Context: an optimization exercise on an open-source flow, tuned for small area. The choices shown serve that exercise and are no tape-out recipe. At most, simulation tests tie the RTL to the original design; equivalence was not proved. No activity file was given, so power comes from the tool's default toggle rates.

Design APB_WRAPPER, start of the top module:
module APB_WRAPPER(
    input PCLK,
    input PRESETn,
    input TRANSFER,
    input [31:0] address,
    input [31:0] write_data,
    input write_en,
    output reg [31:0] read_data
);
    localparam IDLE  = 3'b000;
    localparam SETUP = 3'b001;
    localparam W1    = 3'b010;
    localparam W2    = 3'b011;
    localparam W3    = 3'b100;
    localparam R1    = 3'b101;
    localparam R2    = 3'b110;
    localparam R3    = 3'b111;
    reg [2:0] state;
    reg [2:0] next_state;
    always @(*) begin
        case (state)
            IDLE:    next_state = TRANSFER ? SETUP : IDLE;
            SETUP:   next_state = write_en ? W1 : R1;
            W1:      next_state = W2;
            W2:      next_state = W3;
            R1:      next_state = R2;
            R2:      next_state = R3;
            default: next_state = IDLE;
        endcase
    end
    always @(posedge PCLK or negedge PRESETn) begin
        if (!PRESETn)
            state <= IDLE;
        else
            state <= next_state;
    end
    wire cap  = (state == SETUP);
    wire capn = ~cap;
    reg  [2:0]  taddr;
    reg         pend;
    reg  [31:0] wdata;
    wire [35:0] cap_d;
    wire [35:0] cap_in  = {write_en, address[2:0], write_data};
  ...
==> module APB_ao22, before the edit <==
module APB_ao22 (
    input  a1, a2, b1, b2,
    output y
);
    assign y = (a1 & a2) | (b1 & b2);
endmodule
==> module APB_WRAPPER, before the edit <==
module APB_WRAPPER(
    input PCLK,
    input PRESETn,
    input TRANSFER,
    input [31:0] address,
    input [31:0] write_data,
    input write_en,
    output reg [31:0] read_data
);
    localparam IDLE  = 3'b000;
    localparam SETUP = 3'b001;
    localparam W1    = 3'b010;
    localparam W2    = 3'b011;
    localparam W3    = 3'b100;
    localparam R1    = 3'b101;
    localparam R2    = 3'b110;
    localparam R3    = 3'b111;
    reg [2:0] state;
    reg [2:0] next_state;
    always @(*) begin
        case (state)
            IDLE:    next_state = TRANSFER ? SETUP : IDLE;
            SETUP:   next_state = write_en ? W1 : R1;
            W1:      next_state = W2;
            W2:      next_state = W3;
            R1:      next_state = R2;
            R2:      next_state = R3;
            default: next_state = IDLE;
        endcase
    end
    always @(posedge PCLK or negedge PRESETn) begin
        if (!PRESETn)
            state <= IDLE;
        else
            state <= next_state;
    end
    wire cap  = (state == SETUP);
    wire capn = ~cap;
    reg  [2:0]  taddr;
    reg         pend;
    reg  [31:0] wdata;
    wire [35:0] cap_d;
    wire [35:0] cap_in  = {write_en, address[2:0], write_data};
    wire [35:0] cap_old = {pend, taddr, wdata};
    genvar g;
    generate
        for (g = 0; g < 36; g = g + 1) begin : capm
            APB_ao22 m (.a1(cap), .a2(cap_in[g]), .b1(capn), .b2(cap_old[g]), .y(cap_d[g]));
        end
    endgenerate
    always @(posedge PCLK)
        {pend, taddr, wdata} <= cap_d;
    reg [1:0] rot;
    always @(posedge PCLK)
        rot <= rot + 2'd1;
    reg [31:0] ring0 [0:3];
    reg [31:0] ring1 [0:3];
    wire at_slot0 = pend & (taddr[1:0] == rot);
    wire wr0 = at_slot0 & ~taddr[2];
    wire wr1 = at_slot0 &  taddr[2];
    wire wr0n = ~wr0;
    wire wr1n = ~wr1;
    wire [31:0] in0, in1;
    generate
        for (g = 0; g < 32; g = g + 1) begin : wr
            APB_ao22 m0 (.a1(wr0), .a2(wdata[g]), .b1(wr0n), .b2(ring0[0][g]), .y(in0[g]));
            APB_ao22 m1 (.a1(wr1), .a2(wdata[g]), .b1(wr1n), .b2(ring1[0][g]), .y(in1[g]));
        end
    endgenerate
    always @(posedge PCLK) begin
        ring0[0] <= ring0[1];
        ring0[1] <= ring0[2];
        ring0[2] <= ring0[3];
        ring0[3] <= in0;
        ring1[0] <= ring1[1];
        ring1[1] <= ring1[2];
        ring1[2] <= ring1[3];
        ring1[3] <= in1;
    end
    wire load = (state == R3);
    wire [1:0] rslot = taddr[1:0] - rot;
    wire [7:0] rsel;
    generate
        for (g = 0; g < 8; g = g + 1) begin : dec
            assign rsel[g] = load & ({taddr[2], rslot} == g);
        end
    endgenerate
    wire [31:0] rd_next;
    generate
        for (g = 0; g < 32; g = g + 1) begin : rd
            APB_rdbit bit_mux (
                .sel(rsel),
                .word({ring1[3][g], ring1[2][g], ring1[1][g], ring1[0][g],
                       ring0[3][g], ring0[2][g], ring0[1][g], ring0[0][g]}),
                .hold(~load),
                .q(read_data[g]),
                .d(rd_next[g])
            );
        end
    endgenerate
    always @(posedge PCLK or negedge PRESETn) begin
        if (!PRESETn)
            read_data <= 32'b0;
        else
            read_data <= rd_next;
    end
endmodule
export LEC_CHECK = 0
export CAP_MARGIN = 20
export CORE_MARGIN = 2
export CORE_UTILIZATION = 70
export PLACE_DENSITY = 0.85
export SLEW_MARGIN = 20
export SYNTH_HIERARCHICAL = 1
export SYNTH_MINIMUM_KEEP_SIZE = 0
create_clock -name core_clock -period 5.0 [get_ports {PCLK}]
standard.sh (not shown) runs the stock make flow with config.mk's settings and CLKGATE_MAP_FILE= SYNTH_SCRIPT=/design/flow/synth_recipe.tcl, a recipe that flattens the netlist after the stock synthesis.
==> flow/flow/run.sh <==
#!/bin/bash
# Own layout flow: the standard flow with every synthesised cell first
# set to its smallest size, smaller port buffers, and a clock tree without
# dummy loads. make's output goes to ./flow_make.log, each step's to ORFS's logs.
set -euo pipefail
here=$(pwd)
export PRE_FLOORPLAN_TCL="$here/flow/downsize.tcl"
export BUFFER_PORTS_ARGS="-buffer_cell sky130_fd_sc_hd__buf_1"
export CTS_ARGS="-sink_clustering_enable -repair_clock_nets -dont_use_dummy_load -buf_list {sky130_fd_sc_hd__clkbuf_4 sky130_fd_sc_hd__clkbuf_8} -sink_clustering_size 20 -sink_clustering_max_diameter 50"
bash standard.sh finish > flow_make.log 2>&1
==> flow/flow/downsize.tcl <==
# Before floorplan: set every cell to the smallest-area drive strength of its
# own family (same function and pins). Later repair steps size cells up and
# buffer nets again wherever slew, capacitance or timing needs it.
set db [ord::get_db]
set block [[$db getChip] getBlock]
set best [dict create]
foreach lib [$db getLibs] {
  foreach m [$lib getMasters] {
    set name [$m getName]
    if {[string match "*lpflow*" $name] || [string match "*probe*" $name]} { continue }
    if {![regexp {^(sky130_fd_sc_hd__[a-z0-9]+)_([0-9]+)$} $name -> fam n]} { continue }
    set lc [get_lib_cells $name]
    if {$lc eq "" || [get_property $lc dont_use]} { continue }
    set area [expr {[$m getWidth] * [$m getHeight]}]
    if {![dict exists $best $fam] || $area < [lindex [dict get $best $fam] 1]} {
      dict set best $fam [list $m $area]
    }
  }
}
set n_swapped 0
foreach inst [$block getInsts] {
  set name [[$inst getMaster] getName]
  if {![regexp {^(sky130_fd_sc_hd__[a-z0-9]+)_([0-9]+)$} $name -> fam n]} { continue }
  if {![dict exists $best $fam]} { continue }
  set m [lindex [dict get $best $fam] 0]
  if {[$m getName] ne $name} {
    $inst swapMaster $m
    incr n_swapped
  }
}
puts "downsize.tcl: swapped $n_swapped cells to their smallest size"
The baseline produced a clean layout.
Rerun with:
--- a/flow/design.v
+++ b/flow/design.v
@@ -18,9 +18,9 @@
     assign d = ~(y0 & y1 & y2);
 endmodule
-module APB_ao22 (
-    input  a1, a2, b1, b2,
+module APB_mux2 (
+    input  s, a, b,
     output y
 );
-    assign y = (a1 & a2) | (b1 & b2);
+    assign y = s ? a : b;
 endmodule
 module APB_WRAPPER(
@@ -60,20 +60,14 @@
             state <= next_state;
     end
-    wire cap  = (state == SETUP);
-    wire capn = ~cap;
-    reg  [2:0]  taddr;
-    reg         pend;
-    reg  [31:0] wdata;
-    wire [35:0] cap_d;
-    wire [35:0] cap_in  = {write_en, address[2:0], write_data};
-    wire [35:0] cap_old = {pend, taddr, wdata};
-    genvar g;
-    generate
-        for (g = 0; g < 36; g = g + 1) begin : capm
-            APB_ao22 m (.a1(cap), .a2(cap_in[g]), .b1(capn), .b2(cap_old[g]), .y(cap_d[g]));
+    reg [2:0]  taddr;
+    reg        pend;
+    reg [31:0] wdata;
+    always @(posedge PCLK) begin
+        if (state == SETUP) begin
+            taddr <= address[2:0];
+            pend  <= write_en;
+            wdata <= write_data;
         end
-    endgenerate
-    always @(posedge PCLK)
-        {pend, taddr, wdata} <= cap_d;
+    end
     reg [1:0] rot;
     always @(posedge PCLK)
@@ -84,11 +78,10 @@
     wire wr0 = at_slot0 & ~taddr[2];
     wire wr1 = at_slot0 &  taddr[2];
-    wire wr0n = ~wr0;
-    wire wr1n = ~wr1;
     wire [31:0] in0, in1;
+    genvar g;
     generate
         for (g = 0; g < 32; g = g + 1) begin : wr
-            APB_ao22 m0 (.a1(wr0), .a2(wdata[g]), .b1(wr0n), .b2(ring0[0][g]), .y(in0[g]));
-            APB_ao22 m1 (.a1(wr1), .a2(wdata[g]), .b1(wr1n), .b2(ring1[0][g]), .y(in1[g]));
+            APB_mux2 m0 (.s(wr0), .a(wdata[g]), .b(ring0[0][g]), .y(in0[g]));
+            APB_mux2 m1 (.s(wr1), .a(wdata[g]), .b(ring1[0][g]), .y(in1[g]));
         end
     endgenerate
- The new run passed the timing, design-rule and antenna checks
- cell area rises by 2.0%
- core utilization rises by 0.62 points
- setup slack got worse by 0.72 ns
- maximum frequency falls by 22%
- die area rises by 2.0%
- register-to-register slack got worse by 0.72 ns
No functional check of the RTL was part of the first run of this note.

========
The RTL this note starts from:
==> flow/design.v <==
module APB_ao22 (
    input  a1, a2, b1, b2,
    output y
);
    assign y = (a1 & a2) | (b1 & b2);
endmodule
module APB_aoi222 (
    input  a1, a2, b1, b2, c1, c2,
    output y
);
    assign y = ~((a1 & a2) | (b1 & b2) | (c1 & c2));
endmodule
module APB_ao2222 (
    input  a1, a2, b1, b2, c1, c2, d1, d2,
    output y
);
    wire abc_n, d_n;
    APB_aoi222 g (.a1(a1), .a2(a2), .b1(b1), .b2(b2), .c1(c1), .c2(c2), .y(abc_n));
    APB_nand2  n (.a(d1), .b(d2), .y(d_n));
    assign y = ~(abc_n & d_n);
endmodule
module APB_nand2 (
    input  a, b,
    output y
);
    assign y = ~(a & b);
endmodule
module APB_WRAPPER(
    input PCLK,
    input PRESETn,
    input TRANSFER,
    input [31:0] address,
    input [31:0] write_data,
    input write_en,
    output reg [31:0] read_data
);
    localparam IDLE  = 3'b000;
    localparam SETUP = 3'b001;
    localparam W1    = 3'b010;
    localparam W2    = 3'b011;
    localparam W3    = 3'b100;
    localparam R1    = 3'b101;
    localparam R2    = 3'b110;
    localparam R3    = 3'b111;
    reg [2:0] state;
    reg [2:0] next_state;
    always @(*) begin
        case (state)
            IDLE:    next_state = TRANSFER ? SETUP : IDLE;
            SETUP:   next_state = write_en ? W1 : R1;
            W1:      next_state = W2;
            W2:      next_state = W3;
            R1:      next_state = R2;
            R2:      next_state = R3;
            default: next_state = IDLE;
        endcase
    end
    always @(posedge PCLK or negedge PRESETn) begin
        if (!PRESETn)
            state <= IDLE;
        else
            state <= next_state;
    end
    genvar g;
    reg [1:0] rot;
    always @(posedge PCLK)
        rot <= rot + 2'd1;
    wire cap  = (state == SETUP);
    wire capn = ~cap;
    reg  [2:0] taddr;
    reg        pend;
    wire [3:0] cap_d;
    wire [3:0] cap_in  = {write_en, address[2:0]};
    wire [3:0] cap_old = {pend, taddr};
    generate
        for (g = 0; g < 4; g = g + 1) begin : capm
            APB_ao22 m (.a1(cap), .a2(cap_in[g]), .b1(capn), .b2(cap_old[g]), .y(cap_d[g]));
        end
    endgenerate
    always @(posedge PCLK)
        {pend, taddr} <= cap_d;
    reg [31:0] ring0 [0:3];
    reg [31:0] ring1 [0:3];
    reg [31:0] hbuf;
    wire at_slot0 = pend & (taddr[1:0] == rot);
    wire wr0  = at_slot0 & ~taddr[2];
    wire wr1  = at_slot0 &  taddr[2];
    wire wr0n = ~wr0;
    wire wr1n = ~wr1;
    wire [31:0] in0, in1;
    generate
        for (g = 0; g < 32; g = g + 1) begin : wr
            APB_ao22 m0 (.a1(wr0), .a2(hbuf[g]), .b1(wr0n), .b2(ring0[0][g]), .y(in0[g]));
            APB_ao22 m1 (.a1(wr1), .a2(hbuf[g]), .b1(wr1n), .b2(ring1[0][g]), .y(in1[g]));
        end
    endgenerate
    always @(posedge PCLK) begin
        ring0[0] <= ring0[1];
        ring0[1] <= ring0[2];
        ring0[2] <= ring0[3];
        ring0[3] <= in0;
        ring1[0] <= ring1[1];
        ring1[1] <= ring1[2];
        ring1[2] <= ring1[3];
        ring1[3] <= in1;
    end
    wire rd_e1  = cap & ~write_en & (address[1:0] == rot);
    wire rd_e23 = ((state == R1) | (state == R2)) & (taddr[1:0] == rot);
    wire h_wr = cap & write_en;
    wire h_r0 = (rd_e1 & ~address[2] & ~wr0) | (rd_e23 & ~taddr[2]);
    wire h_r1 = (rd_e1 &  address[2] & ~wr1) | (rd_e23 &  taddr[2]);
    wire h_hold = ~(h_wr | h_r0 | h_r1);
    wire [31:0] h_d;
    generate
        for (g = 0; g < 32; g = g + 1) begin : hm
            APB_ao2222 m (.a1(h_wr), .a2(write_data[g]), .b1(h_r0), .b2(ring0[0][g]),
                          .c1(h_r1), .c2(ring1[0][g]), .d1(h_hold), .d2(hbuf[g]), .y(h_d[g]));
        end
    endgenerate
    always @(posedge PCLK)
        hbuf <= h_d;
    wire load = (state == R3);
    wire at4  = load & (taddr[1:0] == rot);
    wire r_s0 = at4 & ~taddr[2];
    wire r_s1 = at4 &  taddr[2];
    wire r_h  = load & ~(taddr[1:0] == rot);
    wire r_q  = ~load;
    wire [31:0] rd_next;
    generate
        for (g = 0; g < 32; g = g + 1) begin : rm
            APB_ao2222 m (.a1(r_s0), .a2(ring0[0][g]), .b1(r_s1), .b2(ring1[0][g]),
                          .c1(r_h), .c2(hbuf[g]), .d1(r_q), .d2(read_data[g]), .y(rd_next[g]));
        end
    endgenerate
    always @(posedge PCLK or negedge PRESETn) begin
        if (!PRESETn)
            read_data <= 32'b0;
        else
            read_data <= rd_next;
    end
endmodule
Settings: LEC_CHECK=0, CAP_MARGIN=20, CORE_MARGIN=2, CORE_UTILIZATION=70, PLACE_DENSITY=0.85, SLEW_MARGIN=20, SYNTH_HIERARCHICAL=1, SYNTH_MINIMUM_KEEP_SIZE=0; clock period 5.0 ns.
Scripts as last shown in full above: flow/flow/run.sh, flow/flow/downsize.tcl
Rerun with:
--- a/flow/design.v
+++ b/flow/design.v
@@ -107,8 +107,8 @@
     wire rd_e1  = cap & ~write_en & (address[1:0] == rot);
     wire rd_e23 = ((state == R1) | (state == R2)) & (taddr[1:0] == rot);
     wire h_wr = cap & write_en;
-    wire h_r0 = (rd_e1 & ~address[2] & ~wr0) | (rd_e23 & ~taddr[2]);
-    wire h_r1 = (rd_e1 &  address[2] & ~wr1) | (rd_e23 &  taddr[2]);
+    wire h_r0 = (rd_e1 & ~address[2]) | (rd_e23 & ~taddr[2]);
+    wire h_r1 = (rd_e1 &  address[2]) | (rd_e23 &  taddr[2]);
     wire h_hold = ~(h_wr | h_r0 | h_r1);
     wire [31:0] h_d;
     generate
- clock power barely changes
- die area stays flat
- non-clock buffer count fell by 3
- cell count decreases slightly
- flip-flop and latch count is unchanged
- critical path depth falls by 2
- first-iteration DRC count rose by a few percent
- count of clock-buffer cells in the layout is lower by 1
- sequential share of layout area came out higher by 0.36 points
- design area fell slightly
- combinational power barely changes
- total power drops slightly
- worst setup slack is worse by 97 ps
- hold slack improves by 22 ps
Only the layout flow was run in the second run of this note; the RTL was not checked for function there.

==> afterwards: timing with drivers on the ports <==
The results above use ideal ports. As a check the final layouts listed here were re-extracted and re-timed, cells and wires unchanged. Step 1: set_driving_cell puts a clkbuf_16 on PCLK and a buf_2 on each other input, an assumption about the parent block. Step 2, shift: input delay + t, output delay - t, t = (earliest + latest rising clock arrival at the registers) / 2. This alone moves slack from input paths to output paths. Slacks: no drivers / after step 1 / after step 2; pairs: no drivers / after step 1.
run | t (ns) | setup slack, ns | clock arrival spread, ns | worst slew at a driven data input, ns
the first run of note 1 | 0.553 | 2.496 / 2.496 / 2.496 | 0.037 / 0.038 | 0.04
the second run of note 1 | 0.553 | 1.779 / 1.779 / 1.779 | 0.033 / 0.034 | 0.04
the first run of note 2 | 0.553 | 2.236 / 2.236 / 1.788 | 0.045 / 0.045 | 0.04
the second run of note 2 | 0.549 | 2.139 / 2.139 / 1.899 | 0.027 / 0.028 | 0.03
After both steps every run listed still meets setup and hold. For the first run of note 2, which loses most, drivers alone change the setup slack by 0.000 ns; drivers and shift together by -0.448 ns.
